What follows belongs to an exercise in optimizing a design on an open flow for small area, a short achievable clock period and few clock cycles; a production flow would make more cautious choices.
Only simulation tests tie the RTL to the original design; equivalence was not proved.
Power and IR drop assume default switching activity.

==> flow/design.v <==
module JAM (
input CLK,
input RST,
output reg [2:0] W,
output reg [2:0] J,
input [6:0] Cost,
output reg [3:0] MatchCount,
output reg [9:0] MinCost,
output reg Valid );
localparam P_COL = 3'd0, P_ROW = 3'd1, P_INS = 3'd2, P_INIT = 3'd3, P_DFS = 3'd4, P_DONE = 3'd5, P_INIT2 = 3'd6;
reg [2:0]  phase;
reg [6:0]  colm [0:7];    
reg [2:0]  lid  [0:7];    
reg [6:0]  lrm  [0:7];    
reg [2:0]  lam  [0:7];    
reg [2:0]  lkey [0:7];    
reg [6:0]  crm;
reg [2:0]  cam;
reg [2:0]  ckey;
reg [7:0]  Lh;            
reg [9:0]  LB0;           
reg [6:0]  dcol [0:6];    
reg [2:0]  job [0:6];     
reg [7:0]  U;             
reg        adv;           
reg [11:0] G;             
reg [6:0]  cmJ;           
integer k;
wire [6:0] cm  = colm[J];
wire [6:0] d2  = Cost - cm;
wire [6:0] nc  = (W == 3'd0 || Cost < cm) ? Cost : cm;
wire       lt2 = (J == 3'd0 || d2 < crm);
wire       eq2 = (d2 == crm);
wire [2:0] ins_id = W - 3'd1;
reg  [7:0] gt;
always @(*) begin
    for (k = 0; k < 8; k = k + 1)
        gt[k] = (k >= ins_id) || (lkey[k] > ckey);
end
wire do_ins = (phase == P_ROW && J == 3'd0 && W != 3'd0) || (phase == P_INS);
wire [7:0] Lup = {Lh[6:0], 1'b0};      
wire [7:0] Ldn = {1'b0, Lh[7:1]};      
reg  [6:0] rm1;                        
reg  [2:0] na, ca, pa, pj, wup, wdn;   
reg  [6:0] dm, rmc;                    
always @(*) begin
    rm1 = 7'd0; na = 3'd0; ca = 3'd0; pa = 3'd0; pj = 3'd0; wup = 3'd0; wdn = 3'd0; dm = 7'd0; rmc = 7'd0;
    for (k = 0; k < 8; k = k + 1) begin
        rm1 = rm1 | ({7{Lup[k]}} & lrm[k]);
        na  = na  | ({3{Lup[k]}} & lam[k]);
        wup = wup | ({3{Lup[k]}} & lid[k]);
        ca  = ca  | ({3{Lh[k]}}  & lam[k]);
        pa  = pa  | ({3{Ldn[k]}} & lam[k]);
        wdn = wdn | ({3{Ldn[k]}} & lid[k]);
    end
    for (k = 0; k < 7; k = k + 1)
        pj = pj | ({3{Ldn[k]}} & job[k]);
    for (k = 0; k < 7; k = k + 1)
        dm = dm | ({7{Ldn[k]}} & dcol[k]);
    for (k = 0; k < 8; k = k + 1)
        rmc = rmc | ({7{Lh[k]}} & lrm[k]);
end
wire [11:0] thr = G + {5'd0, cmJ};
wire thr_neg = thr[11];
wire thr_big = |thr[10:7];
function [1:0] cmp7;
    input [6:0] a, b;
    reg [7:0] l, e;
    reg [3:0] l1, e1;
    reg [1:0] l2, e2;
    integer i;
    begin
        l = {1'b0, ~a & b};
        e = {1'b1, ~(a ^ b)};
        for (i = 0; i < 4; i = i + 1) begin
            l1[i] = l[2*i+1] | (e[2*i+1] & l[2*i]);
            e1[i] = e[2*i+1] & e[2*i];
        end
        for (i = 0; i < 2; i = i + 1) begin
            l2[i] = l1[2*i+1] | (e1[2*i+1] & l1[2*i]);
            e2[i] = e1[2*i+1] & e1[2*i];
        end
        cmp7 = {l2[1] | (e2[1] & l2[0]), e2[1] & e2[0]};
    end
endfunction
wire [1:0] c7 = cmp7(Cost, thr[6:0]);
wire ok   = !adv && !thr_neg && (thr_big || c7[1] || c7[0]);
wire less = !thr_neg && (thr_big || c7[1]);
wire leaf = Lh[7];
wire push = ok && !leaf;
wire better = leaf && ok && less;
wire [7:0] candN  = ~U & ~(8'd1 << ca) & ((J == ca) ? 8'hff : (8'hfe << J));
reg  [2:0] nxt; reg has_nxt;
always @(*) begin
    has_nxt = 1'b0; nxt = 3'd0;
    for (k = 7; k >= 0; k = k - 1)
        if (candN[k]) begin has_nxt = 1'b1; nxt = k; end
end
wire [7:0] freeP = ~(U | (8'd1 << J));
reg  [2:0] first;
always @(*) begin
    first = 3'd0;
    for (k = 7; k >= 0; k = k - 1)
        if (freeP[k]) first = k;
    if (freeP[na]) first = na;
end
wire [7:0] Up    = U & ~(8'd1 << pj);
wire [7:0] candP = ~Up & ~(8'd1 << pa) & ((pj == pa) ? 8'hff : (8'hfe << pj));
reg  [2:0] pnxt; reg has_pnxt;
always @(*) begin
    has_pnxt = 1'b0; pnxt = 3'd0;
    for (k = 7; k >= 0; k = k - 1)
        if (candP[k]) begin has_pnxt = 1'b1; pnxt = k; end
end
function [23:0] csa;    
    input [11:0] x, y, z;
    begin
        csa[11:0]  = x ^ y ^ z;
        csa[23:12] = {(x[10:0] & y[10:0]) | (x[10:0] & z[10:0]) | (y[10:0] & z[10:0]), 1'b0};
    end
endfunction
wire [11:0] e_cm   = {5'd0, cmJ};
wire [11:0] e_rm1  = {5'd0, rm1};
wire [11:0] n_cost = ~{5'd0, Cost};
wire [23:0] gp1 = csa(G, e_cm, e_rm1);
wire [23:0] gp2 = csa(gp1[11:0], gp1[23:12], n_cost);
wire [11:0] g_push = gp2[11:0] + gp2[23:12] + 12'd1;
wire [23:0] lc1 = csa({2'd0, MinCost}, ~G, ~e_cm);
wire [23:0] lc2 = csa(lc1[11:0], lc1[23:12], {5'd0, Cost});
wire [11:0] leafsum = lc2[11:0] + lc2[23:12] + 12'd2;
wire [9:0]  leafcost = leafsum[9:0];
wire [23:0] gb1     = csa(G, ~{5'd0, rmc}, {5'd0, dm});
wire [11:0] g_pop   = gb1[11:0] + gb1[23:12] + 12'd1;
wire [23:0] gq1     = csa({5'd0, dm}, ~{5'd0, rmc}, ~e_cm);
wire [23:0] gq2     = csa(gq1[11:0], gq1[23:12], {5'd0, Cost});
wire [11:0] g_popb  = gq2[11:0] + gq2[23:12] + 12'd2;
wire [6:0]  dnow    = Cost - cmJ;
always @(posedge CLK) begin
    if (phase == P_COL) colm[J] <= nc;
    if (phase == P_ROW) begin
        if (lt2) begin
            crm <= d2;
            cam <= J;
            ckey <= 3'd0;
        end else if (eq2) begin
            cam <= J;
            ckey <= ckey + 3'd1;
        end
    end
    if (do_ins) begin
        for (k = 0; k < 8; k = k + 1)
            if (gt[k]) begin
                if (k > 0 && gt[k - 1]) begin
                    lid[k]  <= lid[k - 1];
                    lrm[k]  <= lrm[k - 1];
                    lam[k]  <= lam[k - 1];
                    lkey[k] <= lkey[k - 1];
                end else begin
                    lid[k]  <= ins_id;
                    lrm[k]  <= crm;
                    lam[k]  <= cam;
                    lkey[k] <= ckey;
                end
            end
    end
    if (phase == P_DFS) begin
        for (k = 0; k < 7; k = k + 1)
            if (Lh[k]) job[k] <= J;
        for (k = 0; k < 7; k = k + 1)
            if (Lh[k]) dcol[k] <= dnow;
    end
end
reg [2:0]  phase_n, W_n, J_n;
reg        Valid_n, adv_n;
reg [7:0]  Lh_n, U_n;
reg [11:0] G_n;
reg [6:0]  cmJ_n;
reg [9:0]  LB0_n;
reg [9:0]  MinCost_n;
reg [3:0]  MatchCount_n;
always @(*) begin
    phase_n = phase; W_n = W; J_n = J; Valid_n = Valid;
    Lh_n = Lh; U_n = U; adv_n = adv; G_n = G; cmJ_n = cmJ; LB0_n = LB0;
    MinCost_n = MinCost; MatchCount_n = MatchCount;
    case (phase)
    P_COL: begin
        {J_n, W_n} = {J, W} + 6'd1;
        if (W == 3'd7 && J == 3'd7) phase_n = P_ROW;
    end
    P_ROW: begin
        if (W == 3'd0) LB0_n = ((J == 3'd0) ? 10'd0 : LB0) + {3'd0, cm};
        else if (J == 3'd0) LB0_n = LB0 + {3'd0, crm};
        {W_n, J_n} = {W, J} + 6'd1;
        if (W == 3'd7 && J == 3'd7) phase_n = P_INS;
    end
    P_INS: begin
        LB0_n = LB0 + {3'd0, crm};
        phase_n = P_INIT;
    end
    P_INIT: begin
        G_n = 12'd1023 - {2'd0, LB0} + {5'd0, lrm[0]};
        W_n = lid[0];
        J_n = lam[0];
        Lh_n = 8'd1;
        U_n = 8'd0;
        adv_n = 1'b0;
        MinCost_n = 10'd1023;
        MatchCount_n = 4'd0;
        phase_n = P_INIT2;
    end
    P_INIT2: begin
        cmJ_n = cm;
        phase_n = P_DFS;
    end
    P_DFS: begin
        adv_n = 1'b0;
        if (better) begin
            MinCost_n = leafcost;
            MatchCount_n = 4'd1;
        end else if (leaf && ok)
            MatchCount_n = MatchCount + 4'd1;
        if (push) begin
            U_n = U | (8'd1 << J);
            Lh_n = Lup;
            W_n = wup;
            J_n = first;
            G_n = g_push;
            cmJ_n = colm[first];
        end else if (has_nxt && !leaf) begin
            J_n = nxt;
            cmJ_n = colm[nxt];
        end else if (Lh[0]) begin
            phase_n = P_DONE;
            Valid_n = 1'b1;
        end else begin
            Lh_n = Ldn;
            W_n = wdn;
            U_n = Up;
            J_n = has_pnxt ? pnxt : pj;
            adv_n = !has_pnxt;
            G_n = better ? g_popb : g_pop;
            cmJ_n = colm[pnxt];
        end
    end
    default: ;
    endcase
end
always @(posedge CLK or posedge RST) begin
    if (RST) begin
        phase <= P_COL;
        W <= 3'd0;
        J <= 3'd0;
        Valid <= 1'b0;
    end else begin
        phase <= phase_n;
        W <= W_n;
        J <= J_n;
        Valid <= Valid_n;
    end
end
always @(posedge CLK) begin
    Lh <= Lh_n;
    U <= U_n;
    adv <= adv_n;
    G <= G_n;
    cmJ <= cmJ_n;
    LB0 <= LB0_n;
    MinCost <= MinCost_n;
    MatchCount <= MatchCount_n;
end
endmodule
==> flow/config.mk <==
export PLATFORM = sky130hd
export DESIGN_NAME = JAM
export DESIGN_NICKNAME = JAM
export VERILOG_FILES = /design/flow/design.v
export SDC_FILE = /design/flow/constraint.sdc
export NUM_CORES = 4
export LEC_CHECK = 0
export CAP_MARGIN = 10
export CORE_MARGIN = 2
export CORE_UTILIZATION = 40
export SETUP_SLACK_MARGIN = 3.5
export SLEW_MARGIN = 10
==> flow/constraint.sdc <==
create_clock -name core_clock -period 8.0 [get_ports {CLK}]
set_input_delay 1.6000 -clock core_clock [delete_from_list [all_inputs] [get_ports {CLK}]]
set_output_delay 1.6000 -clock core_clock [all_outputs]
set_load 0.01 [all_outputs]
run.sh (not shown) runs the stock make flow with config.mk's settings and CLKGATE_MAP_FILE= SYNTH_SCRIPT=/design/flow/synth_recipe.tcl, a recipe that flattens the netlist after the stock synthesis.
Testbench counts at the start, summed over its fixed seeds: cycles 5,268.
Then changed:
--- a/flow/config.mk
+++ b/flow/config.mk
@@ -7,6 +7,7 @@
 export LEC_CHECK = 0
-export CAP_MARGIN = 10
+export ABC_AREA = 1
+export CAP_MARGIN = 20
 export CORE_MARGIN = 2
-export CORE_UTILIZATION = 40
+export CORE_UTILIZATION = 60
 export SETUP_SLACK_MARGIN = 3.5
-export SLEW_MARGIN = 10
+export SLEW_MARGIN = 20
Final area hardly moves; routed wire length climbs by 0.99%; clock-buffer cell count drops by 6; first-iteration DRC count climbs by 12%; sequential cell count stays the same; hold slack loses 110 ps.
Then changed:
--- a/flow/config.mk
+++ b/flow/config.mk
@@ -7,3 +7,2 @@
 export LEC_CHECK = 0
-export ABC_AREA = 1
 export CAP_MARGIN = 20
Power goes up by 61%.
Flip-flop and latch count is unchanged.
Routed wire length goes down by 5.2%.
Die area goes down by 2.7%.
Setup slack got worse by 34 ps.
Clock-buffer cell count goes up by 7.
Via count goes down by 13%.
Then changed:
--- a/flow/config.mk
+++ b/flow/config.mk
@@ -9,4 +9,4 @@
 export CORE_MARGIN = 2
-export CORE_UTILIZATION = 60
-export SETUP_SLACK_MARGIN = 3.5
+export CORE_UTILIZATION = 40
+export SETUP_SLACK_MARGIN = 3.0
 export SLEW_MARGIN = 20
Setup slack is worse by 280 ps.
Critical path depth increases by 2.
Register-to-register slack got worse by 280 ps.
First-iteration DRC count falls by 11%.
Total power is lower by 1.9%.
Final area goes down by 2.4%.
Flip-flop and latch count does not change.
Synthesized cell count stays the same.
Clock power is about the same.
Clock skew goes down by 4.9 ps.
Final cell count goes up by 7.3%.

* * *

RTL: the design.v shown in full above, as it stands there.
Settings: LEC_CHECK=0, CAP_MARGIN=20, CORE_MARGIN=2, CORE_UTILIZATION=75, SETUP_SLACK_MARGIN=3.5, SLEW_MARGIN=20; clock period 8.0 ns.
The starting point completed with no timing, DRC or antenna violations.
Testbench counts at the start, summed over its fixed seeds: cycles 5,268.
==> next run, changes <==
--- a/flow/config.mk
+++ b/flow/config.mk
@@ -10 +10 @@
-export CORE_UTILIZATION = 75
+export CORE_UTILIZATION = 40
The new run passed the timing, DRC and antenna checks.
Final area grows by 2.6%.
Worst setup slack gets better by 140 ps.
Critical path depth grows by 4.
Maximum frequency grows by 3.1%.

* * *

## oak
JAM, a different RTL version from the one above (not shown whole).
Size: about 2100 cells after synthesis, roughly 330 flip-flops, ~23000 sq um of cells after synthesis.
clock: 8.0 ns
lec_check: 0
cap_margin: 20
core_margin: 2
core_utilization: 60
setup_slack_margin: 3.8
slew_margin: 20
Testbench counts of oak, summed over its fixed seeds: cycles 5,268.
### oak -> pine
- swapping 3.8 for 3.5 in SETUP_SLACK_MARGIN
[summary]
In summary, oak completed successfully, with a layout that passed the timing, DRC and antenna checks. pine: flow completed, timing, DRC and antenna clean. pine: headroom to the max-slew limit 6.8 points below oak. [compare] base=oak new=pine: power lost about 3%, number of buffers inserted by post-CTS setup repair dropped 35, power drawn by the clock network went down by about 4%, required time of the critical path decreased by 90 ps relative to the old numbers.
The inputs of birch differ from those of pine as listed below.
- setting CTS_BUF_LIST to sky130_fd_sc_hd__clkbuf_8 for the first time
- changing CORE_UTILIZATION from 60 to 68
Notes after the runs:
- Per the comparison of birch with pine, cell area after layout moved down; combinational share of power moved up; maximum operating frequency moved down; final worst-path setup slack moved down; minimum clock period moved up.
- Comparing pine and birch, the higher power share of the clock group is on pine.
- The worst path buffer plus inverter count in birch was higher than what pine gave.
- Number of nets in the layout of pine is on par with birch.
- Side by side, via density per instance turned out higher in birch than in pine.
- Share of cell area taken by multi-input logic gates: birch vs pine up 0.96 points
For maple, these inputs were changed with respect to birch:
- CORE_UTILIZATION now 50, was 68
- CTS_BUF_LIST no longer set, was sky130_fd_sc_hd__clkbuf_8
### Flow results
Going from birch to maple, fraction of final layout cells with drive strength greater than 1 +1.2 points, clock tree buffer count of the final layout -14%, wire length reported by the detailed router +3.2%, non-clock buffer count +31.

re-timing with driven ports:
Ports are ideal in the flow. The routed layouts listed here were re-timed in OpenROAD. Step 1 sets driving cells, clkbuf_16 on the clock port and buf_2 on the other inputs (assumed; they add their load-dependent delay and slew). Step 2 also shifts input and output timing later by t, the mid clock arrival at the registers, as if the neighbouring blocks saw the same clock. Three values: ideal ports, drivers, drivers and shift; two values: the first two.
run | t, ns | slack for setup (ns) | clock arrival spread, ns | worst register clock-pin slew, ns
the first run of note 1 | 0.621 | 3.385 / 3.385 / 3.070 | 0.020 / 0.021 | 0.07 / 0.07
the second run of note 1 | 0.643 | 3.485 / 3.505 / 2.876 | 0.027 / 0.027 | 0.07 / 0.07
the third run of note 1 | 0.614 | 3.451 / 3.451 / 2.958 | 0.032 / 0.032 | 0.07 / 0.07
the fourth run of note 1 | 0.611 | 3.168 / 3.168 / 2.585 | 0.027 / 0.027 | 0.07 / 0.07
the first run of note 2 | 0.607 | 3.305 / 3.305 / 2.961 | 0.036 / 0.036 | 0.07 / 0.07
the second run of note 2 | 0.617 | 3.445 / 3.445 / 3.057 | 0.016 / 0.017 | 0.07 / 0.07
oak | 0.617 | 3.365 / 3.365 / 2.994 | 0.018 / 0.018 | 0.07 / 0.07
pine | 0.625 | 3.444 / 3.444 / 2.934 | 0.026 / 0.027 | 0.06 / 0.06
birch | 0.716 | 3.240 / 3.240 / 2.839 | 0.032 / 0.031 | 0.07 / 0.07
maple | 0.633 | 3.378 / 3.378 / 2.958 | 0.035 / 0.035 | 0.06 / 0.06
After both steps every run listed still meets setup and hold. The setup slack of the second run of note 1, which loses most, moves by +0.020 ns with the drivers and by -0.609 ns with both steps.
